Context: an optimization exercise on an open-source flow, tuned for small area. The choices shown serve that exercise and are no tape-out recipe.
In this exercise RTL edits were held to simulation tests only and were not proved equivalent to the original.

==> flow/config.mk <==
export PLATFORM = sky130hd
export DESIGN_NAME = MX_MAC_hybrid_BPE
export DESIGN_NICKNAME = MX_MAC_hybrid_BPE
export VERILOG_FILES = /design/flow/design.v
export SDC_FILE = /design/flow/constraint.sdc
export NUM_CORES = 4
export LEC_CHECK = 0
export ABC_AREA = 1
export CAP_MARGIN = 20
export CORE_MARGIN = 2
export CORE_UTILIZATION = 40
export SLEW_MARGIN = 20
==> flow/constraint.sdc <==
create_clock -name core_clock -period 30.0 [get_ports {clk_i}]
set_input_delay 6.0000 -clock core_clock [delete_from_list [all_inputs] [get_ports {clk_i}]]
set_output_delay 6.0000 -clock core_clock [all_outputs]
set_load 0.01 [all_outputs]
==> flow/design.v <==
module mul4x4 (
	input  logic [3:0] x,
	input  logic [3:0] y,
	output logic [7:0] p
);
logic [3:0] r0, r1, r2, r3;
assign r0 = x & {4{y[0]}};
assign r1 = x & {4{y[1]}};
assign r2 = x & {4{y[2]}};
assign r3 = x & {4{y[3]}};
logic [4:0] s1;
logic [3:0] c1;
assign s1[0] = r0[1] ^ r1[0];            assign c1[0] = r0[1] & r1[0];
assign s1[1] = r0[2] ^ r1[1] ^ c1[0];    assign c1[1] = (r0[2] & r1[1]) | (c1[0] & (r0[2] ^ r1[1]));
assign s1[2] = r0[3] ^ r1[2] ^ c1[1];    assign c1[2] = (r0[3] & r1[2]) | (c1[1] & (r0[3] ^ r1[2]));
assign s1[3] = r1[3] ^ c1[2];            assign c1[3] = r1[3] & c1[2];
assign s1[4] = c1[3];
logic [4:0] s2;
logic [3:0] c2;
assign s2[0] = s1[1] ^ r2[0];            assign c2[0] = s1[1] & r2[0];
assign s2[1] = s1[2] ^ r2[1] ^ c2[0];    assign c2[1] = (s1[2] & r2[1]) | (c2[0] & (s1[2] ^ r2[1]));
assign s2[2] = s1[3] ^ r2[2] ^ c2[1];    assign c2[2] = (s1[3] & r2[2]) | (c2[1] & (s1[3] ^ r2[2]));
assign s2[3] = s1[4] ^ r2[3] ^ c2[2];    assign c2[3] = (s1[4] & r2[3]) | (c2[2] & (s1[4] ^ r2[3]));
assign s2[4] = c2[3];
logic [4:0] s3;
logic [3:0] c3;
assign s3[0] = s2[1] ^ r3[0];            assign c3[0] = s2[1] & r3[0];
assign s3[1] = s2[2] ^ r3[1] ^ c3[0];    assign c3[1] = (s2[2] & r3[1]) | (c3[0] & (s2[2] ^ r3[1]));
assign s3[2] = s2[3] ^ r3[2] ^ c3[1];    assign c3[2] = (s2[3] & r3[2]) | (c3[1] & (s2[3] ^ r3[2]));
assign s3[3] = s2[4] ^ r3[3] ^ c3[2];    assign c3[3] = (s2[4] & r3[3]) | (c3[2] & (s2[4] ^ r3[3]));
assign s3[4] = c3[3];
assign p = {s3[4:0], s2[0], s1[0], r0[0]};
endmodule
module add_rc #(
	parameter W = 8
)
(
	input  logic [W-1:0] a,
	input  logic [W-1:0] b,
	input  logic         cin,
	output logic [W-1:0] s
);
logic [W:0] c;
assign c[0] = cin;
genvar i;
generate
	for (i = 0; i < W; i = i + 1) begin : g_bit
		assign s[i] = a[i] ^ b[i] ^ c[i];
		assign c[i+1] = (a[i] & b[i]) | (c[i] & (a[i] ^ b[i]));
	end
endgenerate
endmodule
module fp_lane (
	input  logic [3:0]  x,
	input  logic [3:0]  y,
	input  logic        s,
	input  logic [6:0]  d,
	output logic [18:0] term,
	output logic        cin
);
logic [7:0] p;
mul4x4 mul0 (.x(x), .y(y), .p(p));
logic [19:0] v, sh, mask;
assign v = {p, 12'd0};
assign sh = v >> d;
assign mask = ~({20{1'b1}} << d);
assign term = {~s, sh[17:0] ^ {18{s}}};
assign cin = s & ~(|(v & mask));
endmodule
module fp4_prod (
	input  logic       ma,
	input  logic [1:0] ea,
	input  logic       sa,
	input  logic       mb,
	input  logic [1:0] eb,
	input  logic       sb,
	output logic [7:0] mag,
	output logic       s
);
logic ha, hb;
assign ha = |ea;
assign hb = |eb;
logic [3:0] q;
assign q[0] = ma & mb;
assign q[1] = (ha & mb) ^ (ma & hb);
assign q[2] = (ha & hb) & ~(ma & mb);
assign q[3] = ha & hb & ma & mb;
logic [5:0] qa;
always_comb begin
	case (ea)
		2'd3: qa = {q, 2'b00};
		2'd2: qa = {1'b0, q, 1'b0};
		default: qa = {2'b00, q};
	endcase
	case (eb)
		2'd3: mag = {qa, 2'b00};
		2'd2: mag = {1'b0, qa, 1'b0};
		default: mag = {2'b00, qa};
	endcase
end
assign s = sa ^ sb;
endmodule
module add_bk #(
	parameter W = 8
)
(
	input  logic [W-1:0] a,
	input  logic [W-1:0] b,
	input  logic         cin,
	output logic [W-1:0] s
);
logic [W-1:0] g, p, G, P;
integer l, i;
always_comb begin
	g = a & b;
	p = a ^ b;
	G = g;
	P = p;
	G[0] = g[0] | (p[0] & cin);
	for (l = 0; (1 << l) < W; l = l + 1)
		for (i = (2 << l) - 1; i < W; i = i + (2 << l)) begin
			G[i] = G[i] | (P[i] & G[i - (1 << l)]);
			P[i] = P[i] & P[i - (1 << l)];
		end
	for (l = 5; l >= 0; l = l - 1)
		for (i = (3 << l) - 1; i < W; i = i + (2 << l)) begin
			G[i] = G[i] | (P[i] & G[i - (1 << l)]);
			P[i] = P[i] & P[i - (1 << l)];
		end
end
assign s = p ^ {G[W-2:0], cin};
endmodule
module prefix_or #(
	parameter W = 8
)
(
	input  logic [W-1:0] a,
	output logic [W-1:0] o
);
integer l, i;
always_comb begin
	o = a;
	for (l = 0; (1 << l) < W; l = l + 1)
		for (i = (2 << l) - 1; i < W; i = i + (2 << l))
			o[i] = o[i] | o[i - (1 << l)];
	for (l = 5; l >= 0; l = l - 1)
		for (i = (3 << l) - 1; i < W; i = i + (2 << l))
			o[i] = o[i] | o[i - (1 << l)];
end
endmodule
module front_end (
	input  logic [7:0]  a_mant0, a_mant1, a_mant2, a_mant3,
	input  logic [7:0]  b_mant0, b_mant1, b_mant2, b_mant3,
	input  logic [9:0]  a_exp_in0, a_exp_in1, a_exp_in2, a_exp_in3,
	input  logic [9:0]  b_exp_in0, b_exp_in1, b_exp_in2, b_exp_in3,
	input  logic [3:0]  a_sign_in0, a_sign_in1, a_sign_in2, a_sign_in3,
	input  logic [3:0]  b_sign_in0, b_sign_in1, b_sign_in2, b_sign_in3,
	input  logic [1:0]  prec_mode,
	input  logic [1:0]  FP_mode,
	input  logic [7:0]  shared_exp_added,
	output logic [20:0] x_sum,
	output logic        x_sign,
	output logic [7:0]  e_in
);
logic int8, fp8, fp4, m3, e5m2;
assign int8 = (prec_mode == 2'b00);
assign fp8  = (prec_mode == 2'b01);
assign fp4  = (prec_mode == 2'b11);
assign m3   = ~FP_mode[0];
assign e5m2 = (FP_mode == 2'b11);
logic [7:0] a_abs, b_abs;
logic s_int;
assign a_abs = a_mant0[7] ? (~a_mant0 + 8'd1) : a_mant0;
assign b_abs = b_mant0[7] ? (~b_mant0 + 8'd1) : b_mant0;
assign s_int = a_mant0[7] ^ b_mant0[7];
function automatic [3:0] f8m(input [2:0] bits, input [4:0] ef, input m3_);
	f8m = m3_ ? {|ef, bits} : {1'b0, |ef, bits[1:0]};
endfunction
function automatic [4:0] f8e(input [4:0] ef);
	f8e = {ef[4:1], ef[0] | ~(|ef[4:1])};
endfunction
function automatic [3:0] f4v(input m, input [1:0] ef);
	case (ef)
		2'd0: f4v = {3'b000, m};
		2'd1: f4v = {2'b00, 1'b1, m};
		2'd2: f4v = {1'b0, 1'b1, m, 1'b0};
		default: f4v = {1'b1, m, 2'b00};
	endcase
endfunction
logic [5:0] e0, e1, e2, e3;
assign e0 = f8e(a_exp_in0[4:0]) + f8e(b_exp_in0[4:0]);
assign e1 = f8e(a_exp_in0[9:5]) + f8e(b_exp_in1[4:0]);
assign e2 = f8e(a_exp_in1[4:0]) + f8e(b_exp_in0[9:5]);
assign e3 = f8e(a_exp_in1[9:5]) + f8e(b_exp_in1[9:5]);
logic [5:0] big01, big23, big;
assign big01 = (e0 >= e1) ? e0 : e1;
assign big23 = (e2 >= e3) ? e2 : e3;
assign big   = (big01 >= big23) ? big01 : big23;
logic [3:0] x0, x1, x2, x3, y0, y1, y2, y3;
logic s0, s1, s2, s3;
logic [6:0] d0, d1, d2, d3, bigp;
assign bigp = {1'b0, big} + {4'd0, ~e5m2, 2'b00};
always_comb begin
	x0 = '0; x1 = '0; x2 = '0; x3 = '0; y0 = '0; y1 = '0; y2 = '0; y3 = '0;
	s0 = 1'b0; s1 = 1'b0; s2 = 1'b0; s3 = 1'b0;
	d0 = 7'd4; d1 = 7'd4; d2 = 7'd4; d3 = 7'd4;
	if (int8) begin
		x0 = a_abs[3:0]; y0 = b_abs[3:0];
		x1 = a_abs[7:4]; y1 = b_abs[3:0];
		x2 = a_abs[3:0]; y2 = b_abs[7:4];
		x3 = a_abs[7:4]; y3 = b_abs[7:4];
		s0 = s_int; s1 = s_int; s2 = s_int; s3 = s_int;
		d0 = 7'd12; d1 = 7'd8; d2 = 7'd8; d3 = 7'd4;
	end else if (fp8) begin
		x0 = f8m(a_mant0[2:0], a_exp_in0[4:0], m3); y0 = f8m(b_mant0[2:0], b_exp_in0[4:0], m3);
		x1 = f8m(a_mant0[6:4], a_exp_in0[9:5], m3); y1 = f8m(b_mant1[2:0], b_exp_in1[4:0], m3);
		x2 = f8m(a_mant1[2:0], a_exp_in1[4:0], m3); y2 = f8m(b_mant0[6:4], b_exp_in0[9:5], m3);
		x3 = f8m(a_mant1[6:4], a_exp_in1[9:5], m3); y3 = f8m(b_mant1[6:4], b_exp_in1[9:5], m3);
		s0 = a_sign_in0[0] ^ b_sign_in0[0];
		s1 = a_sign_in0[1] ^ b_sign_in1[0];
		s2 = a_sign_in1[0] ^ b_sign_in0[1];
		s3 = a_sign_in1[1] ^ b_sign_in1[1];
		d0 = bigp - {1'b0, e0}; d1 = bigp - {1'b0, e1}; d2 = bigp - {1'b0, e2}; d3 = bigp - {1'b0, e3};
	end else if (fp4) begin
		x0 = f4v(a_mant0[0], a_exp_in0[1:0]); y0 = f4v(b_mant0[0], b_exp_in0[1:0]);
		x1 = f4v(a_mant1[0], a_exp_in1[1:0]); y1 = f4v(b_mant0[2], b_exp_in0[3:2]);
		x2 = f4v(a_mant0[2], a_exp_in0[3:2]); y2 = f4v(b_mant1[0], b_exp_in1[1:0]);
		x3 = f4v(a_mant1[2], a_exp_in1[3:2]); y3 = f4v(b_mant1[2], b_exp_in1[3:2]);
		s0 = a_sign_in0[0] ^ b_sign_in0[0];
		s1 = a_sign_in1[0] ^ b_sign_in0[1];
		s2 = a_sign_in0[1] ^ b_sign_in1[0];
		s3 = a_sign_in1[1] ^ b_sign_in1[1];
	end
end
logic [18:0] t0, t1, t2, t3;
logic c0, c1, c2, c3;
fp_lane ln0 (.x(x0), .y(y0), .s(s0), .d(d0), .term(t0), .cin(c0));
fp_lane ln1 (.x(x1), .y(y1), .s(s1), .d(d1), .term(t1), .cin(c1));
fp_lane ln2 (.x(x2), .y(y2), .s(s2), .d(d2), .term(t2), .cin(c2));
fp_lane ln3 (.x(x3), .y(y3), .s(s3), .d(d3), .term(t3), .cin(c3));
logic [7:0] u0, u1, u2, u3;
logic us0, us1, us2, us3;
fp4_prod fq0 (.ma(a_mant2[4]), .ea(a_exp_in2[5:4]), .sa(a_sign_in2[2]), .mb(b_mant2[4]), .eb(b_exp_in2[5:4]), .sb(b_sign_in2[2]), .mag(u0), .s(us0));
fp4_prod fq1 (.ma(a_mant3[4]), .ea(a_exp_in3[5:4]), .sa(a_sign_in3[2]), .mb(b_mant2[6]), .eb(b_exp_in2[7:6]), .sb(b_sign_in2[3]), .mag(u1), .s(us1));
fp4_prod fq2 (.ma(a_mant2[6]), .ea(a_exp_in2[7:6]), .sa(a_sign_in2[3]), .mb(b_mant3[4]), .eb(b_exp_in3[5:4]), .sb(b_sign_in3[2]), .mag(u2), .s(us2));
fp4_prod fq3 (.ma(a_mant3[6]), .ea(a_exp_in3[7:6]), .sa(a_sign_in3[3]), .mb(b_mant3[6]), .eb(b_exp_in3[7:6]), .sb(b_sign_in3[3]), .mag(u3), .s(us3));
logic [8:0] v0, v1, v2, v3;
assign v0 = {~(fp4 & us0), (u0 & {8{fp4}}) ^ {8{fp4 & us0}}};
assign v1 = {~(fp4 & us1), (u1 & {8{fp4}}) ^ {8{fp4 & us1}}};
assign v2 = {~(fp4 & us2), (u2 & {8{fp4}}) ^ {8{fp4 & us2}}};
assign v3 = {~(fp4 & us3), (u3 & {8{fp4}}) ^ {8{fp4 & us3}}};
xsum xs0 (.t0(t0), .t1(t1), .t2(t2), .t3(t3), .v0(v0), .v1(v1), .v2(v2), .v3(v3),
	.c0(c0), .c1(c1), .c2(c2), .c3(c3),
	.u0(fp4 & us0), .u1(fp4 & us1), .u2(fp4 & us2), .u3(fp4 & us3), .s(x_sum));
assign x_sign = int8 ? s_int : x_sum[20];
logic [7:0] ebias;
always_comb begin
	case (prec_mode)
		2'b00: ebias = 8'd7;
		2'b11: ebias = 8'd9;
		2'b10: ebias = 8'd0;
		default: case (FP_mode)
			2'b11: ebias = 8'd229;
			2'b10: ebias = 8'd247;
			2'b01: ebias = 8'd1;
			default: ebias = 8'd255;
		endcase
	endcase
end
assign e_in = shared_exp_added + ebias + (fp8 ? {2'b00, big} : 8'd0);
endmodule
module xsum (
	input  logic [18:0] t0, t1, t2, t3,
	input  logic [8:0]  v0, v1, v2, v3,
	input  logic        c0, c1, c2, c3,
	input  logic        u0, u1, u2, u3,
	output logic [20:0] s
);
logic n1, n2, n3, n4, n5, n6, n7, n8, n9, n10, n11, n12, n13, n14, n15, n16, n17, n18, n19, n20, n21, n22, n23, n24, n25, n26, n27, n28, n29, n30, n31, n32, n33, n34, n35, n36, n37, n38, n39, n40, n41, n42, n43, n44, n45, n46, n47, n48, n49, n50, n51, n52, n53, n54, n55, n56, n57, n58, n59, n60, n61, n62, n63, n64, n65, n66, n67, n68, n69, n70, n71, n72, n73, n74, n75, n76, n77, n78, n79, n80, n81, n82, n83, n84, n85, n86, n87, n88, n89, n90, n91, n92, n93, n94, n95, n96, n97, n98, n99, n100, n101, n102, n103, n104, n105, n106, n107, n108, n109, n110, n111, n112, n113, n114, n115, n116, n117, n118, n119, n120, n121, n122, n123, n124, n125, n126, n127, n128, n129, n130, n131, n132, n133, n134, n135, n136, n137, n138, n139, n140, n141, n142, n143, n144, n145, n146, n147, n148, n149, n150, n151, n152, n153, n154, n155, n156, n157, n158, n159, n160, n161, n162, n163, n164, n165, n166, n167, n168, n169, n170, n171, n172, n173, n174, n175, n176, n177, n178, n179, n180, n181, n182, n183, n184, n185, n186, n187, n188, n189, n190, n191, n192, n193, n194, n195, n196, n197, n198, n199, n200, n201, n202;
assign n1 = t0[8] ^ v0[0] ^ u0;
assign n2 = (t0[8] & v0[0]) | (u0 & (t0[8] ^ v0[0]));
assign n3 = t1[8] ^ v1[0];
assign n4 = t1[8] & v1[0];
assign n5 = t0[9] ^ v0[1];
assign n6 = t0[9] & v0[1];
assign n7 = t0[0] ^ c0 ^ t1[0];
assign n8 = (t0[0] & c0) | (t1[0] & (t0[0] ^ c0));
assign n9 = u1 ^ t2[8] ^ v2[0];
assign n10 = (u1 & t2[8]) | (v2[0] & (u1 ^ t2[8]));
assign n11 = u2 ^ t3[8];
assign n12 = u2 & t3[8];
assign n13 = t1[9] ^ v1[1] ^ t2[9];
assign n14 = (t1[9] & v1[1]) | (t2[9] & (t1[9] ^ v1[1]));
assign n15 = v2[1] ^ t3[9] ^ v3[1];
assign n16 = (v2[1] & t3[9]) | (v3[1] & (v2[1] ^ t3[9]));
assign n17 = n5 ^ n2;
assign n18 = n5 & n2;
assign n19 = t0[10] ^ v0[2] ^ t1[10];
assign n20 = (t0[10] & v0[2]) | (t1[10] & (t0[10] ^ v0[2]));
assign n21 = v1[2] ^ t2[10] ^ v2[2];
assign n22 = (v1[2] & t2[10]) | (v2[2] & (v1[2] ^ t2[10]));
assign n23 = t3[10] ^ v3[2] ^ n6;
assign n24 = (t3[10] & v3[2]) | (n6 & (t3[10] ^ v3[2]));
assign n25 = t0[11] ^ v0[3] ^ t1[11];
assign n26 = (t0[11] & v0[3]) | (t1[11] & (t0[11] ^ v0[3]));
assign n27 = v1[3] ^ t2[11] ^ v2[3];
assign n28 = (v1[3] & t2[11]) | (v2[3] & (v1[3] ^ t2[11]));
assign n29 = t3[11] ^ v3[3];
assign n30 = t3[11] & v3[3];
assign n31 = t0[12] ^ v0[4] ^ t1[12];
assign n32 = (t0[12] & v0[4]) | (t1[12] & (t0[12] ^ v0[4]));
assign n33 = v1[4] ^ t2[12] ^ v2[4];
assign n34 = (v1[4] & t2[12]) | (v2[4] & (v1[4] ^ t2[12]));
assign n35 = t3[12] ^ v3[4];
assign n36 = t3[12] & v3[4];
assign n37 = t0[13] ^ v0[5] ^ t1[13];
assign n38 = (t0[13] & v0[5]) | (t1[13] & (t0[13] ^ v0[5]));
assign n39 = v1[5] ^ t2[13] ^ v2[5];
assign n40 = (v1[5] & t2[13]) | (v2[5] & (v1[5] ^ t2[13]));
assign n41 = t3[13] ^ v3[5];
assign n42 = t3[13] & v3[5];
assign n43 = t0[14] ^ v0[6] ^ t1[14];
assign n44 = (t0[14] & v0[6]) | (t1[14] & (t0[14] ^ v0[6]));
assign n45 = v1[6] ^ t2[14] ^ v2[6];
assign n46 = (v1[6] & t2[14]) | (v2[6] & (v1[6] ^ t2[14]));
assign n47 = t3[14] ^ v3[6];
assign n48 = t3[14] & v3[6];
assign n49 = t0[15] ^ v0[7] ^ t1[15];
assign n50 = (t0[15] & v0[7]) | (t1[15] & (t0[15] ^ v0[7]));
assign n51 = v1[7] ^ t2[15] ^ v2[7];
assign n52 = (v1[7] & t2[15]) | (v2[7] & (v1[7] ^ t2[15]));
assign n53 = t3[15] ^ v3[7];
assign n54 = t3[15] & v3[7];
assign n55 = t0[16] ^ v0[8] ^ t1[16];
assign n56 = (t0[16] & v0[8]) | (t1[16] & (t0[16] ^ v0[8]));
assign n57 = v1[8] ^ t2[16] ^ v2[8];
assign n58 = (v1[8] & t2[16]) | (v2[8] & (v1[8] ^ t2[16]));
assign n59 = t3[16] ^ v3[8];
assign n60 = t3[16] & v3[8];
assign n61 = t0[17] ^ t1[17];
assign n62 = t0[17] & t1[17];
assign n63 = c1 ^ t2[0] ^ c2;
assign n64 = (c1 & t2[0]) | (c2 & (c1 ^ t2[0]));
assign n65 = t0[1] ^ t1[1] ^ t2[1];
assign n66 = (t0[1] & t1[1]) | (t2[1] & (t0[1] ^ t1[1]));
assign n67 = t0[2] ^ t1[2];
assign n68 = t0[2] & t1[2];
assign n69 = t0[3] ^ t1[3];
assign n70 = t0[3] & t1[3];
assign n71 = t0[4] ^ t1[4];
assign n72 = t0[4] & t1[4];
assign n73 = t0[5] ^ t1[5];
assign n74 = t0[5] & t1[5];
assign n75 = t0[6] ^ t1[6];
assign n76 = t0[6] & t1[6];
assign n77 = t0[7] ^ t1[7];
assign n78 = t0[7] & t1[7];
assign n79 = v3[0] ^ u3 ^ n1;
assign n80 = (v3[0] & u3) | (n1 & (v3[0] ^ u3));
assign n81 = n3 ^ n9;
assign n82 = n3 & n9;
assign n83 = n4 ^ n13 ^ n15;
assign n84 = (n4 & n13) | (n15 & (n4 ^ n13));
assign n85 = n17 ^ n10 ^ n12;
assign n86 = (n17 & n10) | (n12 & (n17 ^ n10));
assign n87 = n19 ^ n21 ^ n23;
assign n88 = (n19 & n21) | (n23 & (n19 ^ n21));
assign n89 = n14 ^ n16 ^ n18;
assign n90 = (n14 & n16) | (n18 & (n14 ^ n16));
assign n91 = n25 ^ n27 ^ n29;
assign n92 = (n25 & n27) | (n29 & (n25 ^ n27));
assign n93 = n20 ^ n22 ^ n24;
assign n94 = (n20 & n22) | (n24 & (n20 ^ n22));
assign n95 = n31 ^ n33 ^ n35;
assign n96 = (n31 & n33) | (n35 & (n31 ^ n33));
assign n97 = n26 ^ n28 ^ n30;
assign n98 = (n26 & n28) | (n30 & (n26 ^ n28));
assign n99 = n37 ^ n39 ^ n41;
assign n100 = (n37 & n39) | (n41 & (n37 ^ n39));
assign n101 = n32 ^ n34 ^ n36;
assign n102 = (n32 & n34) | (n36 & (n32 ^ n34));
assign n103 = n43 ^ n45 ^ n47;
assign n104 = (n43 & n45) | (n47 & (n43 ^ n45));
assign n105 = n38 ^ n40 ^ n42;
assign n106 = (n38 & n40) | (n42 & (n38 ^ n40));
assign n107 = n49 ^ n51 ^ n53;
assign n108 = (n49 & n51) | (n53 & (n49 ^ n51));
assign n109 = n44 ^ n46 ^ n48;
assign n110 = (n44 & n46) | (n48 & (n44 ^ n46));
assign n111 = n55 ^ n57 ^ n59;
assign n112 = (n55 & n57) | (n59 & (n55 ^ n57));
assign n113 = n50 ^ n52 ^ n54;
assign n114 = (n50 & n52) | (n54 & (n50 ^ n52));
assign n115 = t2[17] ^ t3[17] ^ n61;
assign n116 = (t2[17] & t3[17]) | (n61 & (t2[17] ^ t3[17]));
assign n117 = n56 ^ n58 ^ n60;
assign n118 = (n56 & n58) | (n60 & (n56 ^ n58));
assign n119 = t0[18] ^ t1[18] ^ t2[18];
assign n120 = (t0[18] & t1[18]) | (t2[18] & (t0[18] ^ t1[18]));
assign n121 = t3[18] ^ 1'b1 ^ n62;
assign n122 = (t3[18] & 1'b1) | (n62 & (t3[18] ^ 1'b1));
assign n123 = t3[0] ^ c3;
assign n124 = t3[0] & c3;
assign n125 = t3[1] ^ n8 ^ n65;
assign n126 = (t3[1] & n8) | (n65 & (t3[1] ^ n8));
assign n127 = t2[2] ^ t3[2] ^ n67;
assign n128 = (t2[2] & t3[2]) | (n67 & (t2[2] ^ t3[2]));
assign n129 = t2[3] ^ t3[3] ^ n69;
assign n130 = (t2[3] & t3[3]) | (n69 & (t2[3] ^ t3[3]));
assign n131 = t2[4] ^ t3[4] ^ n71;
assign n132 = (t2[4] & t3[4]) | (n71 & (t2[4] ^ t3[4]));
assign n133 = t2[5] ^ t3[5] ^ n73;
assign n134 = (t2[5] & t3[5]) | (n73 & (t2[5] ^ t3[5]));
assign n135 = t2[6] ^ t3[6] ^ n75;
assign n136 = (t2[6] & t3[6]) | (n75 & (t2[6] ^ t3[6]));
assign n137 = t2[7] ^ t3[7] ^ n77;
assign n138 = (t2[7] & t3[7]) | (n77 & (t2[7] ^ t3[7]));
assign n139 = n11 ^ n79 ^ n81;
assign n140 = (n11 & n79) | (n81 & (n11 ^ n79));
assign n141 = n83 ^ n85 ^ n80;
assign n142 = (n83 & n85) | (n80 & (n83 ^ n85));
assign n143 = n87 ^ n89 ^ n84;
assign n144 = (n87 & n89) | (n84 & (n87 ^ n89));
assign n145 = n91 ^ n93 ^ n88;
assign n146 = (n91 & n93) | (n88 & (n91 ^ n93));
assign n147 = n95 ^ n97 ^ n92;
assign n148 = (n95 & n97) | (n92 & (n95 ^ n97));
assign n149 = n99 ^ n101 ^ n96;
assign n150 = (n99 & n101) | (n96 & (n99 ^ n101));
assign n151 = n103 ^ n105 ^ n100;
assign n152 = (n103 & n105) | (n100 & (n103 ^ n105));
assign n153 = n107 ^ n109 ^ n104;
assign n154 = (n107 & n109) | (n104 & (n107 ^ n109));
assign n155 = n111 ^ n113 ^ n108;
assign n156 = (n111 & n113) | (n108 & (n111 ^ n113));
assign n157 = n115 ^ n117 ^ n112;
assign n158 = (n115 & n117) | (n112 & (n115 ^ n117));
assign n159 = n119 ^ n121 ^ n116;
assign n160 = (n119 & n121) | (n116 & (n119 ^ n121));
assign n161 = 1'b1 ^ n120;
assign n162 = 1'b1 & n120;
assign n163 = n7 ^ n63;
assign n164 = n7 & n63;
assign n165 = n64 ^ n125 ^ n124;
assign n166 = (n64 & n125) | (n124 & (n64 ^ n125));
assign n167 = n66 ^ n127 ^ n126;
assign n168 = (n66 & n127) | (n126 & (n66 ^ n127));
assign n169 = n68 ^ n129 ^ n128;
assign n170 = (n68 & n129) | (n128 & (n68 ^ n129));
assign n171 = n70 ^ n131 ^ n130;
assign n172 = (n70 & n131) | (n130 & (n70 ^ n131));
assign n173 = n72 ^ n133 ^ n132;
assign n174 = (n72 & n133) | (n132 & (n72 ^ n133));
assign n175 = n74 ^ n135 ^ n134;
assign n176 = (n74 & n135) | (n134 & (n74 ^ n135));
assign n177 = n76 ^ n137 ^ n136;
assign n178 = (n76 & n137) | (n136 & (n76 ^ n137));
assign n179 = n78 ^ n139 ^ n138;
assign n180 = (n78 & n139) | (n138 & (n78 ^ n139));
assign n181 = n82 ^ n141 ^ n140;
assign n182 = (n82 & n141) | (n140 & (n82 ^ n141));
assign n183 = n86 ^ n143 ^ n142;
assign n184 = (n86 & n143) | (n142 & (n86 ^ n143));
assign n185 = n90 ^ n145 ^ n144;
assign n186 = (n90 & n145) | (n144 & (n90 ^ n145));
assign n187 = n94 ^ n147 ^ n146;
assign n188 = (n94 & n147) | (n146 & (n94 ^ n147));
assign n189 = n98 ^ n149 ^ n148;
assign n190 = (n98 & n149) | (n148 & (n98 ^ n149));
assign n191 = n102 ^ n151 ^ n150;
assign n192 = (n102 & n151) | (n150 & (n102 ^ n151));
assign n193 = n106 ^ n153 ^ n152;
assign n194 = (n106 & n153) | (n152 & (n106 ^ n153));
assign n195 = n110 ^ n155 ^ n154;
assign n196 = (n110 & n155) | (n154 & (n110 ^ n155));
assign n197 = n114 ^ n157 ^ n156;
assign n198 = (n114 & n157) | (n156 & (n114 ^ n157));
assign n199 = n118 ^ n159 ^ n158;
assign n200 = (n118 & n159) | (n158 & (n118 ^ n159));
assign n201 = n122 ^ n161 ^ n160;
assign n202 = (n122 & n161) | (n160 & (n122 ^ n161));
logic [20:0] ra, rb;
assign ra[0] = n123;
assign rb[0] = n163;
assign ra[1] = n165;
assign rb[1] = n164;
assign ra[2] = n167;
assign rb[2] = n166;
assign ra[3] = n169;
assign rb[3] = n168;
assign ra[4] = n171;
assign rb[4] = n170;
assign ra[5] = n173;
assign rb[5] = n172;
assign ra[6] = n175;
assign rb[6] = n174;
assign ra[7] = n177;
assign rb[7] = n176;
assign ra[8] = n179;
assign rb[8] = n178;
assign ra[9] = n181;
assign rb[9] = n180;
assign ra[10] = n183;
assign rb[10] = n182;
assign ra[11] = n185;
assign rb[11] = n184;
assign ra[12] = n187;
assign rb[12] = n186;
assign ra[13] = n189;
assign rb[13] = n188;
assign ra[14] = n191;
assign rb[14] = n190;
assign ra[15] = n193;
assign rb[15] = n192;
assign ra[16] = n195;
assign rb[16] = n194;
assign ra[17] = n197;
assign rb[17] = n196;
assign ra[18] = n199;
assign rb[18] = n198;
assign ra[19] = n201;
assign rb[19] = n200;
assign ra[20] = n162;
assign rb[20] = n202;
add_bk #(.W(21)) cpa (.a(ra), .b(rb), .cin(1'b0), .s(s));
endmodule
module accum_norm (
	input  logic [20:0] x_sum,
	input  logic        x_sign,
	input  logic [7:0]  e_in,
	input  logic [24:0] accum_FP32,
	output logic [15:0] out_mant,    
	output logic [7:0]  out_exp,
	output logic        out_sign,
	output logic        keep_mant    
);
logic [15:0] ma;
logic [7:0]  ea;
logic        sa;
assign ma = accum_FP32[15:0];
assign ea = accum_FP32[23:16];
assign sa = accum_FP32[24];
logic [8:0] d;           
assign d = {1'b0, ea} - {1'b0, e_in};
logic dneg, case1, case2, case4;
assign dneg  = d[8];
assign case1 = ~dneg & (d[7:0] < 8'd17);
assign case2 = ~dneg & ~case1;
assign case4 = dneg & (d[7:0] <= 8'd217);    
logic [5:0] r;
assign r = (dneg ? 6'd2 : 6'd20) - d[5:0];
logic [39:0] fw, qs, qmask;
assign fw = {|ea, ma, 23'd0};
assign qs = fw >> r;
assign qmask = ~({40{1'b1}} << r);
logic q_sticky;
assign q_sticky = |(fw & qmask);
logic [38:0] q;
logic qcin;
assign q = case4 ? 39'd0 : (qs[38:0] ^ {39{sa}});
assign qcin = ~case4 & sa & ~q_sticky;
logic [38:0] p;
assign p = case1 ? {{18{x_sign}}, x_sum} : {x_sum, 18'd0};
logic [38:0] y, m;
add_bk #(.W(39)) yadd (.a(p), .b(q), .cin(qcin), .s(y));
logic [38:0] ylow;    
prefix_or #(.W(39)) por (.a({y[37:0], 1'b0}), .o(ylow));
assign m = y ^ (ylow & {39{y[38]}});
logic [38:0] n1, n2, n3, n4, n5;
logic [5:0] lz;
always_comb begin
	lz = 6'd0;
	if (m[38:7]   == '0) begin n1 = m << 32;  lz[5] = 1'b1; end else n1 = m;
	if (n1[38:23] == '0) begin n2 = n1 << 16; lz[4] = 1'b1; end else n2 = n1;
	if (n2[38:31] == '0) begin n3 = n2 << 8;  lz[3] = 1'b1; end else n3 = n2;
	if (n3[38:35] == '0) begin n4 = n3 << 4;  lz[2] = 1'b1; end else n4 = n3;
	if (n4[38:37] == '0) begin n5 = n4 << 2;  lz[1] = 1'b1; end else n5 = n4;
	if (n5[38] == 1'b0)  begin lz[0] = 1'b1; end
end
logic [15:0] nm;
assign nm = lz[0] ? n5[36:21] : n5[37:22];
logic zero;
assign zero = ~(|m);
logic [7:0] en;
assign en = case1 ? ea : e_in;
assign keep_mant = case2;
assign out_mant = nm;
always_comb begin
	if (case2) begin
		out_exp = 8'd1; out_sign = 1'b0;
	end else begin
		out_exp  = zero ? en + 8'd1 : en - {2'b00, lz} + 8'd1;
		out_sign = case4 ? x_sign : y[38];
	end
end
endmodule
module mac_core (
	input  logic [7:0]  a_mant0, a_mant1, a_mant2, a_mant3,
	input  logic [7:0]  b_mant0, b_mant1, b_mant2, b_mant3,
	input  logic [9:0]  a_exp_in0, a_exp_in1, a_exp_in2, a_exp_in3,
	input  logic [9:0]  b_exp_in0, b_exp_in1, b_exp_in2, b_exp_in3,
	input  logic [3:0]  a_sign_in0, a_sign_in1, a_sign_in2, a_sign_in3,
	input  logic [3:0]  b_sign_in0, b_sign_in1, b_sign_in2, b_sign_in3,
	input  logic [1:0]  prec_mode,
	input  logic [1:0]  FP_mode,
	input  logic [7:0]  shared_exp_added,
	input  logic [24:0] accum_FP32,
	output logic [15:0] out_mant,
	output logic [7:0]  out_exp,
	output logic        out_sign,
	output logic        keep_mant
);
logic [20:0] x_sum;    
logic        x_sign;   
logic [7:0]  e_in;     
front_end fe0 (.a_mant0(a_mant0), .a_mant1(a_mant1), .a_mant2(a_mant2), .a_mant3(a_mant3),
	.b_mant0(b_mant0), .b_mant1(b_mant1), .b_mant2(b_mant2), .b_mant3(b_mant3),
	.a_exp_in0(a_exp_in0), .a_exp_in1(a_exp_in1), .a_exp_in2(a_exp_in2), .a_exp_in3(a_exp_in3),
	.b_exp_in0(b_exp_in0), .b_exp_in1(b_exp_in1), .b_exp_in2(b_exp_in2), .b_exp_in3(b_exp_in3),
	.a_sign_in0(a_sign_in0), .a_sign_in1(a_sign_in1), .a_sign_in2(a_sign_in2), .a_sign_in3(a_sign_in3),
	.b_sign_in0(b_sign_in0), .b_sign_in1(b_sign_in1), .b_sign_in2(b_sign_in2), .b_sign_in3(b_sign_in3),
	.prec_mode(prec_mode), .FP_mode(FP_mode), .shared_exp_added(shared_exp_added),
	.x_sum(x_sum), .x_sign(x_sign), .e_in(e_in));
accum_norm an0 (.x_sum(x_sum), .x_sign(x_sign), .e_in(e_in),
	.accum_FP32(accum_FP32), .out_mant(out_mant), .out_exp(out_exp), .out_sign(out_sign), .keep_mant(keep_mant));
endmodule
module MX_MAC_hybrid_BPE #(
	parameter M_out_width = 16
)
(
	input  logic        clk_i,
	input  logic        rstn,
	input  logic [7:0]  a_mant0,
	input  logic [7:0]  a_mant1,
	input  logic [7:0]  a_mant2,
	input  logic [7:0]  a_mant3,
	input  logic [7:0]  b_mant0,
	input  logic [7:0]  b_mant1,
	input  logic [7:0]  b_mant2,
	input  logic [7:0]  b_mant3,
	input  logic [9:0]  a_exp_in0,
	input  logic [9:0]  a_exp_in1,
	input  logic [9:0]  a_exp_in2,
	input  logic [9:0]  a_exp_in3,
	input  logic [9:0]  b_exp_in0,
	input  logic [9:0]  b_exp_in1,
	input  logic [9:0]  b_exp_in2,
	input  logic [9:0]  b_exp_in3,
	input  logic [3:0]  a_sign_in0,
	input  logic [3:0]  a_sign_in1,
	input  logic [3:0]  a_sign_in2,
	input  logic [3:0]  a_sign_in3,
	input  logic [3:0]  b_sign_in0,
	input  logic [3:0]  b_sign_in1,
	input  logic [3:0]  b_sign_in2,
	input  logic [3:0]  b_sign_in3,
	input  logic [1:0]  prec_mode,
	input  logic [1:0]  FP_mode,
	input  logic [7:0]  shared_exp_added,
	input  logic        A_valid,
	input  logic        B_valid,
	output logic [M_out_width-1:0] MAC_mant_out,
	output logic [7:0] MAC_exp_out,
	output logic MAC_sign_out
);
logic [15:0] accum_mant;
logic [7:0]  accum_exp;
logic        accum_sign;
logic [15:0] out_mant;
logic [7:0]  out_exp;
logic        out_sign;
logic        keep_mant;
mac_core core0 (.a_mant0(a_mant0), .a_mant1(a_mant1), .a_mant2(a_mant2), .a_mant3(a_mant3),
	.b_mant0(b_mant0), .b_mant1(b_mant1), .b_mant2(b_mant2), .b_mant3(b_mant3),
	.a_exp_in0(a_exp_in0), .a_exp_in1(a_exp_in1), .a_exp_in2(a_exp_in2), .a_exp_in3(a_exp_in3),
	.b_exp_in0(b_exp_in0), .b_exp_in1(b_exp_in1), .b_exp_in2(b_exp_in2), .b_exp_in3(b_exp_in3),
	.a_sign_in0(a_sign_in0), .a_sign_in1(a_sign_in1), .a_sign_in2(a_sign_in2), .a_sign_in3(a_sign_in3),
	.b_sign_in0(b_sign_in0), .b_sign_in1(b_sign_in1), .b_sign_in2(b_sign_in2), .b_sign_in3(b_sign_in3),
	.prec_mode(prec_mode), .FP_mode(FP_mode), .shared_exp_added(shared_exp_added),
	.accum_FP32({accum_sign, accum_exp, accum_mant}),
	.out_mant(out_mant), .out_exp(out_exp), .out_sign(out_sign), .keep_mant(keep_mant));
always @(posedge clk_i or negedge rstn) begin
	if (~rstn) begin
		accum_mant <= '0; accum_exp <= '0; accum_sign <= '0;
	end else if (A_valid & B_valid) begin
		if (~keep_mant) accum_mant <= out_mant;
		accum_exp <= out_exp; accum_sign <= out_sign;
	end
end
assign MAC_mant_out = accum_mant;
assign MAC_exp_out = accum_exp;
assign MAC_sign_out = accum_sign;
endmodule
==> flow/run.sh <==
#!/bin/bash
# synth_recipe.tcl (not shown) runs the flow's synth.tcl, then flattens the netlist and writes it again
# the make line also repeats each setting of config.mk as NAME=value (left out here)
make -C /OpenROAD-flow-scripts/flow DESIGN_CONFIG=/design/flow/config.mk WORK_HOME=/design/flow/orfs CLKGATE_MAP_FILE= SYNTH_SCRIPT=/design/flow/synth_recipe.tcl finish
==> results of run 1 <==
## worst min path at each step
stage | start | end | slack (ns) | depth (start not counted)
after global routing | accum_mant[8]$_DFFE_PN0P_ | accum_mant[8]$_DFFE_PN0P_ | 0.57 | 2
after global placement | accum_mant[8]$_DFFE_PN0P_ | accum_mant[8]$_DFFE_PN0P_ | 0.52 | 2
after CTS | accum_mant[8]$_DFFE_PN0P_ | accum_mant[8]$_DFFE_PN0P_ | 0.54 | 2
after floorplan | accum_mant[10]$_DFFE_PN0P_ | accum_mant[10]$_DFFE_PN0P_ | 0.53 | 2
final | accum_mant[8]$_DFFE_PN0P_ | accum_mant[8]$_DFFE_PN0P_ | 0.53 | 2
after detailed placement | accum_mant[8]$_DFFE_PN0P_ | accum_mant[8]$_DFFE_PN0P_ | 0.53 | 2
## metal layers
layer,track usage,part of all wire,vias up
met2,0.4322,0.47,700
met4,0.05663,0.024,0
met3,0.01293,0.049,90
met5,0,0,-
li1,-,-,12100
met1,0.3334,0.46,10800
## final cells by class
class / instances / area [µm²]
Sequential cell: 25 / 625.6
Fill cell: 5882 / 30000
Clock buffer: 3 / 75.07
Clock inverter: 1 / 7.507
Timing Repair Buffer: 173 / 1669
Multi-Input combinational cell: 2942 / 18470
Inverter: 643 / 2419
Tap cell: 696 / 870.8
## logic make-up (layout without fill, tap and decap cells)
family | count (synthesis) | after routing
buf+inv | 745 | 820
simple gates | 1726 | 1726
mux | 19 | 19
xor+xnor | 171 | 171
compound gates | 682 | 682
flops | 25 | 25
fa+ha+maj | 344 | 344
## worst min-delay path, cell delays in order, from the launching register on
cell and delay, ns:
dfrtp_1 0.38, nand2_1 0.07, nand2_1 0.06
## state kept, by name, indices dropped and copies added (netlist names)
register / cells
accum_exp: 8
accum_sign: 1
accum_mant: 16
## metrics by stage
stage,cell area (µm²),instances,util
CTS,24130,4483,0.4457
finish,24130,4483,0.4458
floorplan,22000,3712,-
global route,24130,4483,0.4458
global placement,24040,4479,0.4442
detailed placement,24040,4479,0.4442
## layout by cell type (no fill, tap or decap), types with 143 or more instances in the layout
master,instances
fa_1,157
xor2_1,143
a21oi_1,156
ha_1,187
nand3_1,237
inv_1,620
clkdlybuf4s50_1,148
nand2_1,909
nor2_1,398
o21ai_0,320
==> impl_metrics.env, run 1 <==
export IMPL_outcome="timing/DRC/antenna clean"
export IMPL_syn_avg_cell_area_um2=5.926
export IMPL_synthArstFlopShare=1.000
export IMPL_hpwl_um=61190
export IMPL_synthFlopType="dfrtp_1"
export IMPL_cp_num_cells=115
export IMPL_port_buffers=148
export IMPL_worstSetupEndpointType="flip-flop"
export IMPL_first_pass_iters=6
export IMPL_setup_ws_ns=3.271
export IMPL_overflow=0
export IMPL_numCtsBuffers=3
export IMPL_crit_path_start="a_exp_in1[1]"
export IMPL_vias_per_cell=5.282
export IMPL_cts_tree="yes"
export IMPL_vias=23680
export IMPL_finalCritPeriodShare=0.8910
export IMPL_die_y_um=238.5
export IMPL_hold_path_class="reg2reg"
export IMPL_layout_drive_gt1_share=0.03222
export IMPL_area_growth_pct=9.715
export IMPL_n_antenna_cell=0
export IMPL_syn_area_um2=22000
export IMPL_finalSetupViolCount=0
export IMPL_cts_root_buf="clkbuf_16"
export IMPL_rows=85
export IMPL_maxCapViolations=0
export IMPL_clock_sinks=25
export IMPL_synth_seq_cells=25
export IMPL_syn_nets=4248
export IMPL_dieArea_um2=56880
export IMPL_synthMuxAreaShare=0.008646
export IMPL_drt_iter0_markers=1833
export IMPL_synth_simple_area_share=0.3353
export IMPL_ctsResizeCount=0
export IMPL_tns_ns=0
export IMPL_critPathLaunchType="input pin"
export IMPL_grt_pass1_vias=21620
export IMPL_cpMaxStageDelayCell="fa_1"
export IMPL_crit_arrival_ns=26.89
export IMPL_min_period_ns=26.73
export IMPL_drv_slew=0
export IMPL_synthTopCellsByArea="nand2_1 (16%), fa_1 (14%), ha_1 (11%)"
export IMPL_synth_top_family_by_area="simple AND/OR/NAND/NOR gates"
export IMPL_start_util=0.4063
export IMPL_cp_buffers_inverters=14
export IMPL_antenna_found_initial=0
export IMPL_drc=0
export IMPL_ys_types=65
export IMPL_critical_path_top_delay_family="simple AND/OR/NAND/NOR gates"
export IMPL_cts_setup_buffers=0
export IMPL_yosysWarnings=7
export IMPL_synth_top_area_frac=0.1551
export IMPL_routed_wl_um=71310
export IMPL_place_congestion=0.9550
export IMPL_synthCells=3712
export IMPL_r2r_end="accum_exp[7]$_DFFE_PN0P_"
export IMPL_crit_top_cell="nand2_1"
export IMPL_cp_max_fo=28
export IMPL_dp_worst_setup_slack_ns=3.164
export IMPL_seq_area_frac_synth=0.02844
export IMPL_reg2regPathDepth=78
export IMPL_synth_commonest_cells="nand2_1 (909), inv_1 (620), nor2_1 (398), o21ai_0 (321), nand3_1 (237)"
export IMPL_r2r_start="accum_exp[0]$_DFFE_PN0P_"
export IMPL_cts_htree_levels=1
export IMPL_ctsHoldBuffers=0
export IMPL_nets=4324
export IMPL_synth_xor_area_frac=0.06843
export IMPL_insertion_delay_ns=0.27
export IMPL_rsz0062_at_grt="false"
export IMPL_yosysMostFrequentCell="nand2_1"
export IMPL_setup_worst_path_end="accum_exp[7]$_DFFE_PN0P_"
export IMPL_r2r_slack_ns=16.41
export IMPL_max_freq_ghz=0.03741
export IMPL_clk_pin_slew_ns=0.07
export IMPL_max_slew_margin=0.3691
export IMPL_hold_viol_final=0
export IMPL_wire_per_inst_um=15.91
export IMPL_tightest_slew_ns=0.9452
export IMPL_ios=217
export IMPL_antenna_left=0
export IMPL_synth_fa_ha_area_frac=0.2493
export IMPL_ctsLongestPathBuffers=2
export IMPL_hold_slack_ns=0.5338
export IMPL_synth_edf_count=0
export IMPL_dieWidth_um=238.5
export IMPL_synth_area_leader_cell="nand2_1"
export IMPL_clock_skew_ns=0.003014
export IMPL_grt_max_degree=56
export IMPL_critical_path_class="in2reg"
export IMPL_cp_slowest_stage_delay_ns=0.65
export IMPL_grt_usage=0.2467
export IMPL_grt_pass1_wl_um=113700
export IMPL_synth_compound_area_frac=0.1776
export IMPL_critPathRequiredTime_ns=30.16
export IMPL_core_um2=54130
==> run 2, diff against run 1 <==
==> flow/flow/run.sh (new file) <==
#!/bin/bash
# Standard layout, with the port buffers made from the smallest buffer cell.
cp standard.sh standard.sh.txt
export BUFFER_PORTS_ARGS="-buffer_cell sky130_fd_sc_hd__buf_1"
bash standard.sh > standard.log 2>&1
==> flow/standard.sh (new file) <==
#!/bin/bash
# synth_recipe.tcl (not shown) runs the flow's synth.tcl, then flattens the netlist and writes it again
# the make line also repeats each setting of config.mk as NAME=value (left out here)
make -C /OpenROAD-flow-scripts/flow DESIGN_CONFIG=/design/flow/config.mk WORK_HOME=/design/flow/orfs CLKGATE_MAP_FILE= SYNTH_SCRIPT=/design/flow/synth_recipe.tcl "${@:-finish}"
removed: flow/run.sh
==> run 2 against run 1 <==
Global-route usage fell by 0.13 points. Critical path depth did not move. Synthesized area did not move. Core utilization fell by 1.8 points. Critical endpoint unchanged.
==> impl_metrics.env, run 2 <==
export IMPL_critPathRequiredTime_ns=30.15
export IMPL_grt_pass1_wl_um=113500
export IMPL_max_slew_margin=0.3011
export IMPL_n_antenna_cell=0
export IMPL_vias=23510
export IMPL_max_freq_ghz=0.03809
export IMPL_hold_viol_final=0
export IMPL_top_regs="accum_mant (16), accum_exp (8), accum_sign (1)"
export IMPL_synth_area_leader_cell="nand2_1"
export IMPL_synth_top_area_frac=0.1551
export IMPL_synth_xor_area_frac=0.06843
export IMPL_routed_wl_um=70750
export IMPL_rows=85
export IMPL_finalCritPeriodShare=0.8752
export IMPL_synth_edf_count=0
export IMPL_synth_fa_ha_area_frac=0.2493
export IMPL_drc=0
export IMPL_min_delay_start="accum_mant[8]$_DFFE_PN0P_"
export IMPL_first_pass_iters=8
export IMPL_grtUsageMet3=0.01270
export IMPL_finalSetupViolCount=0
export IMPL_outcome="timing/DRC/antenna clean"
export IMPL_clk_pin_slew_ns=0.06
export IMPL_final_cell_mix="nand2_1 (909), inv_1 (620), nor2_1 (398)"
export IMPL_r2r_slack_ns=16.42
export IMPL_syn_area_um2=22000
export IMPL_grtUsageMet1=0.3302
export IMPL_clock_skew_ns=0.002451
export IMPL_core_um2=54130
export IMPL_synthTopCellsByArea="nand2_1 (16%), fa_1 (14%), ha_1 (11%)"
export IMPL_synthArstFlopShare=1.000
export IMPL_wire_per_inst_um=15.79
export IMPL_place_congestion=0.9362
export IMPL_cts_tree="yes"
export IMPL_maxCapViolations=0
export IMPL_grt_usage=0.2454
export IMPL_grt_max_degree=56
export IMPL_crit_arrival_ns=26.41
export IMPL_port_buffers=148
export IMPL_met2_usage=0.4303
export IMPL_nets=4321
export IMPL_worstSetupEndpointType="flip-flop"
export IMPL_holdPathEnd="accum_mant[8]$_DFFE_PN0P_"
export IMPL_start_util=0.4063
export IMPL_ctsLongestPathBuffers=2
export IMPL_tns_ns=0
export IMPL_cp_buffers_inverters=14
export IMPL_synth_top_family_by_area="simple AND/OR/NAND/NOR gates"
export IMPL_synthFlopType="dfrtp_1"
export IMPL_numCtsBuffers=3
export IMPL_synthMuxAreaShare=0.008646
export IMPL_drv_slew=0
export IMPL_cts_setup_buffers=0
export IMPL_antenna_found_initial=0
export IMPL_syn_avg_cell_area_um2=5.926
export IMPL_layout_drive_gt1_share=0.03145
export IMPL_grt_pass1_vias=21950
export IMPL_reg2regPathDepth=78
export IMPL_hold_path_class="reg2reg"
export IMPL_dieWidth_um=238.5
export IMPL_critical_path_top_delay_family="simple AND/OR/NAND/NOR gates"
export IMPL_clock_sinks=25
export IMPL_overflow=0
export IMPL_min_period_ns=26.26
export IMPL_drt_iter0_markers=1764
export IMPL_grt_busiest_layer="met2"
export IMPL_setup_ws_ns=3.744
export IMPL_cpMaxStageDelayCell="fa_1"
export IMPL_critPathLaunchType="input pin"
export IMPL_top_register="accum_mant"
export IMPL_rsz0062_at_grt="false"
export IMPL_critical_path_class="in2reg"
export IMPL_ios=217
export IMPL_cts_htree_levels=1
export IMPL_tightest_slew_ns=1.044
export IMPL_layout_commonest_cell="nand2_1"
export IMPL_antenna_left=0
export IMPL_synth_simple_area_share=0.3353
export IMPL_seq_area_frac_synth=0.02844
export IMPL_r2r_start="accum_exp[0]$_DFFE_PN0P_"
export IMPL_synth_seq_cells=25
export IMPL_ys_types=65
export IMPL_synth_commonest_cells="nand2_1 (909), inv_1 (620), nor2_1 (398), o21ai_0 (321), nand3_1 (237)"
export IMPL_cp_max_fo=22
export IMPL_cp_slowest_stage_delay_ns=0.62
export IMPL_holdPathStages=2
export IMPL_yosysWarnings=7
export IMPL_die_y_um=238.5
export IMPL_final_area_um2=23180
export IMPL_dieArea_um2=56880
export IMPL_dpl_cell_area_um2=23100
export IMPL_synthCells=3712
export IMPL_dp_worst_setup_slack_ns=3.653
export IMPL_yosysMostFrequentCell="nand2_1"
export IMPL_ctsResizeCount=0
export IMPL_syn_nets=4248
export IMPL_cts_root_buf="clkbuf_16"
export IMPL_largest_reg_flops=16
export IMPL_crit_top_cell="nand2_1"
export IMPL_vias_per_cell=5.247
export IMPL_crit_path_start="a_exp_in1[6]"
export IMPL_r2r_end="accum_exp[7]$_DFFE_PN0P_"
export IMPL_insertion_delay_ns=0.26
export IMPL_ctsHoldBuffers=0
export IMPL_synth_compound_area_frac=0.1776
export IMPL_hpwl_um=60460
export IMPL_area_growth_pct=5.392
## run 2: logic make-up (layout without fill, tap and decap cells)
kind of cell | Yosys count | count (layout)
xor gates and xnor gates | 171 | 171
DFF | 25 | 25
AOI/OAI and AO/OA | 682 | 682
and+or+nand+nor | 1726 | 1726
adders and majority gates | 344 | 344
buffers and inverters | 745 | 817
muxes | 19 | 19
## run 2: worst max-delay path by stage
stage                     cells past startpoint  slack, ns                  endpoint
after floorplan                             115       6.65  accum_exp[7]$_DFFE_PN0P_
after CTS                                   115       3.87  accum_exp[7]$_DFFE_PN0P_
after global placement                      114       3.62  accum_exp[7]$_DFFE_PN0P_
final                                       115       3.74  accum_exp[7]$_DFFE_PN0P_
after detailed placement                    115       3.65  accum_exp[7]$_DFFE_PN0P_
after global routing                        115       1.29  accum_exp[7]$_DFFE_PN0P_
## run 2: through the flow
step	utilization	cells	hold slack (ns)
floorplan	-	3712	0.5338
global placement	0.4267	4476	0.5239
detailed placement	0.4267	4476	0.5267
CTS	0.4282	4480	0.5450
global route	0.4282	4480	0.5837
finish	0.4282	4480	0.5446
## run 2: layout make-up
| type | count | area, µm² |
|---|---|---|
| Timing Repair Buffer | 170 | 720.7 |
| Inverter | 643 | 2419 |
| Clock buffer | 3 | 75.07 |
| Sequential cell | 25 | 625.6 |
| Fill cell | 6004 | 30950 |
| Multi-Input combinational cell | 2942 | 18460 |
| Tap cell | 696 | 870.8 |
| Clock inverter | 1 | 7.507 |
## run 2: worst register-to-register path, delay by kind of cell (launching register included)
family                   cells  cell delay [ns]
AO/OA/AOI/OAI                9             1.78
AND/OR/NAND/NOR             47             5.94
flip-flops                   1             0.41
XOR/XNOR                     1             0.09
adder cells (fa/ha/maj)      9             3.27
buffers and inverters       12             1.95
## run 2: per-layer routing
metal,up-vias,wire length [µm]
li1,12090,-
met1,10700,32820
met2,631,33020
met3,84,3115
met4,0,1799
met5,-,0
==> run 3, diff against run 2 <==
--- a/flow/design.v
+++ b/flow/design.v
@@ -189,7 +189,11 @@
 endfunction
-logic [5:0] e0, e1, e2, e3;
-assign e0 = f8e(a_exp_in0[4:0]) + f8e(b_exp_in0[4:0]);
-assign e1 = f8e(a_exp_in0[9:5]) + f8e(b_exp_in1[4:0]);
-assign e2 = f8e(a_exp_in1[4:0]) + f8e(b_exp_in0[9:5]);
-assign e3 = f8e(a_exp_in1[9:5]) + f8e(b_exp_in1[9:5]);
+logic [5:0] f0, f1, f2, f3, e0, e1, e2, e3;
+assign f0 = f8e(a_exp_in0[4:0]) + f8e(b_exp_in0[4:0]);
+assign f1 = f8e(a_exp_in0[9:5]) + f8e(b_exp_in1[4:0]);
+assign f2 = f8e(a_exp_in1[4:0]) + f8e(b_exp_in0[9:5]);
+assign f3 = f8e(a_exp_in1[9:5]) + f8e(b_exp_in1[9:5]);
+assign e0 = fp8 ? f0 : 6'd0;
+assign e1 = fp8 ? f1 : {3'd0, int8, 2'd0};
+assign e2 = fp8 ? f2 : {3'd0, int8, 2'd0};
+assign e3 = fp8 ? f3 : {2'd0, int8, 3'd0};
 logic [5:0] big01, big23, big;
@@ -201,3 +205,7 @@
 logic [6:0] d0, d1, d2, d3, bigp;
-assign bigp = {1'b0, big} + {4'd0, ~e5m2, 2'b00};
+assign bigp = {1'b0, big} + {4'd0, ~(fp8 & e5m2), 2'b00};
+assign d0 = bigp - {1'b0, e0};
+assign d1 = bigp - {1'b0, e1};
+assign d2 = bigp - {1'b0, e2};
+assign d3 = bigp - {1'b0, e3};
 always_comb begin
@@ -205,3 +213,2 @@
 	s0 = 1'b0; s1 = 1'b0; s2 = 1'b0; s3 = 1'b0;
-	d0 = 7'd4; d1 = 7'd4; d2 = 7'd4; d3 = 7'd4;
 	if (int8) begin
@@ -212,3 +219,2 @@
 		s0 = s_int; s1 = s_int; s2 = s_int; s3 = s_int;
-		d0 = 7'd12; d1 = 7'd8; d2 = 7'd8; d3 = 7'd4;
 	end else if (fp8) begin
@@ -222,3 +228,2 @@
 		s3 = a_sign_in1[1] ^ b_sign_in1[1];
-		d0 = bigp - {1'b0, e0}; d1 = bigp - {1'b0, e1}; d2 = bigp - {1'b0, e2}; d3 = bigp - {1'b0, e3};
 	end else if (fp4) begin
@@ -242,14 +247,14 @@
 logic us0, us1, us2, us3;
-fp4_prod fq0 (.ma(a_mant2[4]), .ea(a_exp_in2[5:4]), .sa(a_sign_in2[2]), .mb(b_mant2[4]), .eb(b_exp_in2[5:4]), .sb(b_sign_in2[2]), .mag(u0), .s(us0));
-fp4_prod fq1 (.ma(a_mant3[4]), .ea(a_exp_in3[5:4]), .sa(a_sign_in3[2]), .mb(b_mant2[6]), .eb(b_exp_in2[7:6]), .sb(b_sign_in2[3]), .mag(u1), .s(us1));
-fp4_prod fq2 (.ma(a_mant2[6]), .ea(a_exp_in2[7:6]), .sa(a_sign_in2[3]), .mb(b_mant3[4]), .eb(b_exp_in3[5:4]), .sb(b_sign_in3[2]), .mag(u2), .s(us2));
-fp4_prod fq3 (.ma(a_mant3[6]), .ea(a_exp_in3[7:6]), .sa(a_sign_in3[3]), .mb(b_mant3[6]), .eb(b_exp_in3[7:6]), .sb(b_sign_in3[3]), .mag(u3), .s(us3));
+fp4_prod fq0 (.ma(fp4 & a_mant2[4]), .ea(a_exp_in2[5:4] & {2{fp4}}), .sa(fp4 & a_sign_in2[2]), .mb(b_mant2[4]), .eb(b_exp_in2[5:4]), .sb(fp4 & b_sign_in2[2]), .mag(u0), .s(us0));
+fp4_prod fq1 (.ma(fp4 & a_mant3[4]), .ea(a_exp_in3[5:4] & {2{fp4}}), .sa(fp4 & a_sign_in3[2]), .mb(b_mant2[6]), .eb(b_exp_in2[7:6]), .sb(fp4 & b_sign_in2[3]), .mag(u1), .s(us1));
+fp4_prod fq2 (.ma(fp4 & a_mant2[6]), .ea(a_exp_in2[7:6] & {2{fp4}}), .sa(fp4 & a_sign_in2[3]), .mb(b_mant3[4]), .eb(b_exp_in3[5:4]), .sb(fp4 & b_sign_in3[2]), .mag(u2), .s(us2));
+fp4_prod fq3 (.ma(fp4 & a_mant3[6]), .ea(a_exp_in3[7:6] & {2{fp4}}), .sa(fp4 & a_sign_in3[3]), .mb(b_mant3[6]), .eb(b_exp_in3[7:6]), .sb(fp4 & b_sign_in3[3]), .mag(u3), .s(us3));
 logic [8:0] v0, v1, v2, v3;
-assign v0 = {~(fp4 & us0), (u0 & {8{fp4}}) ^ {8{fp4 & us0}}};
-assign v1 = {~(fp4 & us1), (u1 & {8{fp4}}) ^ {8{fp4 & us1}}};
-assign v2 = {~(fp4 & us2), (u2 & {8{fp4}}) ^ {8{fp4 & us2}}};
-assign v3 = {~(fp4 & us3), (u3 & {8{fp4}}) ^ {8{fp4 & us3}}};
+assign v0 = {~us0, u0 ^ {8{us0}}};
+assign v1 = {~us1, u1 ^ {8{us1}}};
+assign v2 = {~us2, u2 ^ {8{us2}}};
+assign v3 = {~us3, u3 ^ {8{us3}}};
 xsum xs0 (.t0(t0), .t1(t1), .t2(t2), .t3(t3), .v0(v0), .v1(v1), .v2(v2), .v3(v3),
 	.c0(c0), .c1(c1), .c2(c2), .c3(c3),
-	.u0(fp4 & us0), .u1(fp4 & us1), .u2(fp4 & us2), .u3(fp4 & us3), .s(x_sum));
+	.u0(us0), .u1(us1), .u2(us2), .u3(us3), .s(x_sum));
 assign x_sign = int8 ? s_int : x_sum[20];
@@ -258,3 +263,3 @@
 	case (prec_mode)
-		2'b00: ebias = 8'd7;
+		2'b00: ebias = 8'd255;    
 		2'b11: ebias = 8'd9;
@@ -269,3 +274,3 @@
 end
-assign e_in = shared_exp_added + ebias + (fp8 ? {2'b00, big} : 8'd0);
+assign e_in = shared_exp_added + ebias + {2'b00, big};
 endmodule
==> flow/flow/run.sh (replaced) <==
#!/bin/bash
# Standard layout (standard.sh) with two changes to how it is made:
#  - ABC's area script replaced by flow/abc_area.script (choice computation
#    and area-oriented mapping); synthesis is otherwise unchanged;
#  - port buffers made from the smallest buffer cell.
set -e
rm -rf scripts_mod
cp -r "$FLOW_HOME/scripts" scripts_mod
cp flow/abc_area.script scripts_mod/abc_area.script
export SCRIPTS_DIR="$PWD/scripts_mod"
export BUFFER_PORTS_ARGS="-buffer_cell sky130_fd_sc_hd__buf_1"
bash standard.sh > standard.log 2>&1
==> flow/flow/abc_area.script (new file) <==
strash
dch -f
map -a -B 0.9
topo
stime -c
buffer -c
upsize -c
dnsize -c
==> run 3 against run 2 <==
Synthesized area shrank 3.8%. Critical endpoint unchanged. Register-to-register slack worse by 2.8 ns. First-iteration DRC count down 6.5%. Fmax down 6.4%. Core utilization hardly changed. Routed wire length is 6.4% lower. Critical path depth decreased by 5. Highest routed layer unchanged. Via count down 7.0%. Sequential share of layout area rose by 0.090 points.
==> impl_metrics.env, run 3 <==
export IMPL_outcome="timing/DRC/antenna clean"
export IMPL_ys_types=72
export IMPL_cts_tree="yes"
export IMPL_reg2regPathDepth=92
export IMPL_syn_area_um2=21160
export IMPL_die_y_um=234.0
export IMPL_maxCapViolations=0
export IMPL_grt_usage=0.2391
export IMPL_first_pass_iters=6
export IMPL_tightest_slew_ns=0.9634
export IMPL_grt_pass1_wl_um=106000
export IMPL_antenna_found_initial=0
export IMPL_largest_reg_flops=16
export IMPL_dp_worst_setup_slack_ns=1.009
export IMPL_clock_sinks=25
export IMPL_insertion_delay_ns=0.27
export IMPL_port_buffers=148
export IMPL_yosysWarnings=7
export IMPL_vias=21870
export IMPL_top_regs="accum_mant (16), accum_exp (8), accum_sign (1)"
export IMPL_syn_avg_cell_area_um2=6.122
export IMPL_layout_drive_gt1_share=0.03457
export IMPL_antenna_left=0
export IMPL_critical_path_class="in2reg"
export IMPL_clock_skew_ns=0.004175
export IMPL_synth_seq_cells=25
export IMPL_numCtsBuffers=3
export IMPL_hold_viol_final=0
export IMPL_critPathRequiredTime_ns=30.15
export IMPL_dpl_cell_area_um2=22300
export IMPL_n_antenna_cell=0
export IMPL_cts_htree_levels=1
export IMPL_max_freq_ghz=0.03567
export IMPL_placed_cells=4209
export IMPL_cts_root_buf="clkbuf_16"
export IMPL_synthFlopType="dfrtp_1"
export IMPL_top_register="accum_mant"
export IMPL_crit_top_cell="nand2_1"
export IMPL_final_cell_mix="inv_1 (618), nand2_1 (593), nor2_1 (431)"
export IMPL_r2r_end="accum_exp[7]$_DFFE_PN0P_"
export IMPL_r2r_slack_ns=13.67
export IMPL_ctsLongestPathBuffers=2
export IMPL_routed_wl_um=66210
export IMPL_tns_ns=0
export IMPL_rows=84
export IMPL_place_congestion=0.9343
export IMPL_drc=0
export IMPL_layout_commonest_cell="inv_1"
export IMPL_final_area_um2=22440
export IMPL_drt_iter0_markers=1650
export IMPL_max_slew_margin=0.3534
export IMPL_critPathLaunchType="input pin"
export IMPL_layout_cells_non_filler=4217
export IMPL_dieArea_um2=54750
export IMPL_hpwl_um=57300
export IMPL_setup_ws_ns=1.964
export IMPL_synth_commonest_cells="inv_1 (618), nand2_1 (594), nor2_1 (432), o21ai_0 (342), a21oi_1 (218)"
export IMPL_grt_max_degree=58
export IMPL_drv_slew=0
export IMPL_synth_top_area_frac=0.1486
export IMPL_crit_arrival_ns=28.18
export IMPL_seq_area_frac_synth=0.02957
export IMPL_synthCells=3456
export IMPL_worstSetupEndpointType="flip-flop"
export IMPL_min_delay_start="accum_exp[4]$_DFFE_PN0P_"
export IMPL_ios=217
export IMPL_clk_pin_slew_ns=0.07
export IMPL_r2r_start="accum_exp[0]$_DFFE_PN0P_"
export IMPL_setup_worst_path_end="accum_exp[7]$_DFFE_PN0P_"
export IMPL_yosysMostFrequentCell="inv_1"
export IMPL_cp_slowest_stage_delay_ns=0.54
export IMPL_synth_area_leader_cell="fa_1"
export IMPL_overflow=0
export IMPL_cpMaxStageDelayCell="fa_1"
export IMPL_finalCritPeriodShare=0.9345
export IMPL_syn_nets=4002
export IMPL_rsz0062_at_grt="false"
export IMPL_vias_per_cell=5.187
export IMPL_crit_path_start="b_exp_in1[1]"
export IMPL_wire_per_inst_um=15.70
export IMPL_dieWidth_um=234.0
export IMPL_nets=4076
export IMPL_core_um2=52450
export IMPL_cp_max_fo=31
export IMPL_grt_pass1_vias=20600
export IMPL_start_util=0.4034
export IMPL_finalSetupViolCount=0
export IMPL_area_growth_pct=6.056
export IMPL_synthArstFlopShare=1.000
export IMPL_synth_edf_count=0
export IMPL_hold_path_class="reg2reg"
export IMPL_ctsHoldBuffers=0
export IMPL_synthTopCellsByArea="fa_1 (15%), ha_1 (12%), inv_1 (11%)"
export IMPL_min_period_ns=28.04
-- run 3: changes by cell type after synthesis, moves of 12 or more --
cell | before | now
nand2_1 | 909 | 594
nand3_1 | 237 | 87
a21oi_1 | 156 | 218
nor2_1 | 398 | 432
xor2_1 | 143 | 177
o21ai_1 | 11 | 36
o22ai_1 | 22 | 44
o21ai_0 | 321 | 342
clkbuf_1 | 70 | 87
xnor2_1 | 27 | 43
mux2i_1 | 19 | 6
a31oi_1 | 25 | 37
inv_2 | 10 | 22
-- run 3: critical path: cells and delay by family --
kind                     cells  cell delay, ns
AND/OR/NAND/NOR             37            5.25
buffers and inverters       17            2.77
AO/OA/AOI/OAI               34            7.01
XOR/XNOR                     6            1.37
adder cells (fa/ha/maj)     16            5.73
-- run 3: cell type report --
class                      instances  area, µm²
fill                            5805      30010
sequential                        25      625.6
inverter                         646       2430
tap                              688      860.8
multi-input combinational       2678      17670
clock inverter                     1      7.507
timing repair buffer             176      765.7
clock buffer                       3      75.07
-- run 3: layer usage --
layer	global-route usage	routed length [µm]	vias up
met5	0	0	-
met4	0.05202	1507	0
met2	0.4324	31740	513
met3	0.006080	2442	84
met1	0.3166	30520	9948
li1	-	-	11330
-- run 3: how the worst min path moves through the flow --
stage	endpoint	slack (ns)	depth (start not counted)
CTS	accum_mant[11]$_DFFE_PN0P_	0.62	2
global placement	accum_exp[4]$_DFFE_PN0P_	0.60	2
global route	accum_exp[2]$_DFFE_PN0P_	0.66	2
detailed placement	accum_exp[4]$_DFFE_PN0P_	0.61	2
floorplan	accum_mant[15]$_DFFE_PN0P_	0.56	2
finish	accum_exp[4]$_DFFE_PN0P_	0.62	2
-- run 3: cells by family after synthesis --
| kind of cell | count (synthesis) | share of synthesized area |
|---|---|---|
| AOI/OAI and AO/OA | 817 | 0.2215 |
| xor gates and xnor gates | 224 | 0.09415 |
| adders and majority gates | 354 | 0.2651 |
| buffers and inverters | 754 | 0.1366 |
| DFF | 25 | 0.02957 |
| muxes | 6 | 0.002839 |
| and+or+nand+nor | 1276 | 0.2503 |
-- run 3: timing repair --
item / CTS / global route
buffers inserted: 0 / 3
gates resized for setup: 0 / 6
setup endpoints to repair: 0 / 6
-- run 3: metrics by stage --
step | utilization | hold WS, ns
floorplan | - | 0.5557
global placement | 0.4253 | 0.6012
detailed placement | 0.4253 | 0.6060
CTS | 0.4269 | 0.6231
global route | 0.4278 | 0.6624
finish | 0.4278 | 0.6171

==> re-timing with driven ports <==
Ports are ideal in the flow. The routed layouts listed here were re-timed in OpenROAD. Step 1, drivers: a clkbuf_16 drives clk_i and a buf_2 each remaining input, both assumed. Step 2 times the ports against the registers' clock, not the clock port: input delays grow and output delays shrink by t, the midpoint of the rising clock arrivals with the driver on. Slacks: ideal / step 1 / step 2; pairs: ideal / step 1.
| run | shift t [ns] | setup slack, ns | worst register clock-pin slew, ns |
|---|---|---|---|
| run 1 | 0.295 | 3.271 / 3.269 / 2.973 | 0.07 / 0.07 |
| run 2 | 0.293 | 3.744 / 3.757 / 3.464 | 0.06 / 0.06 |
| run 3 | 0.297 | 1.964 / 1.974 / 1.677 | 0.07 / 0.07 |
After both steps every run listed still meets setup and hold. For run 1, which loses most, drivers alone change the setup slack by -0.002 ns; drivers and shift together by -0.298 ns.
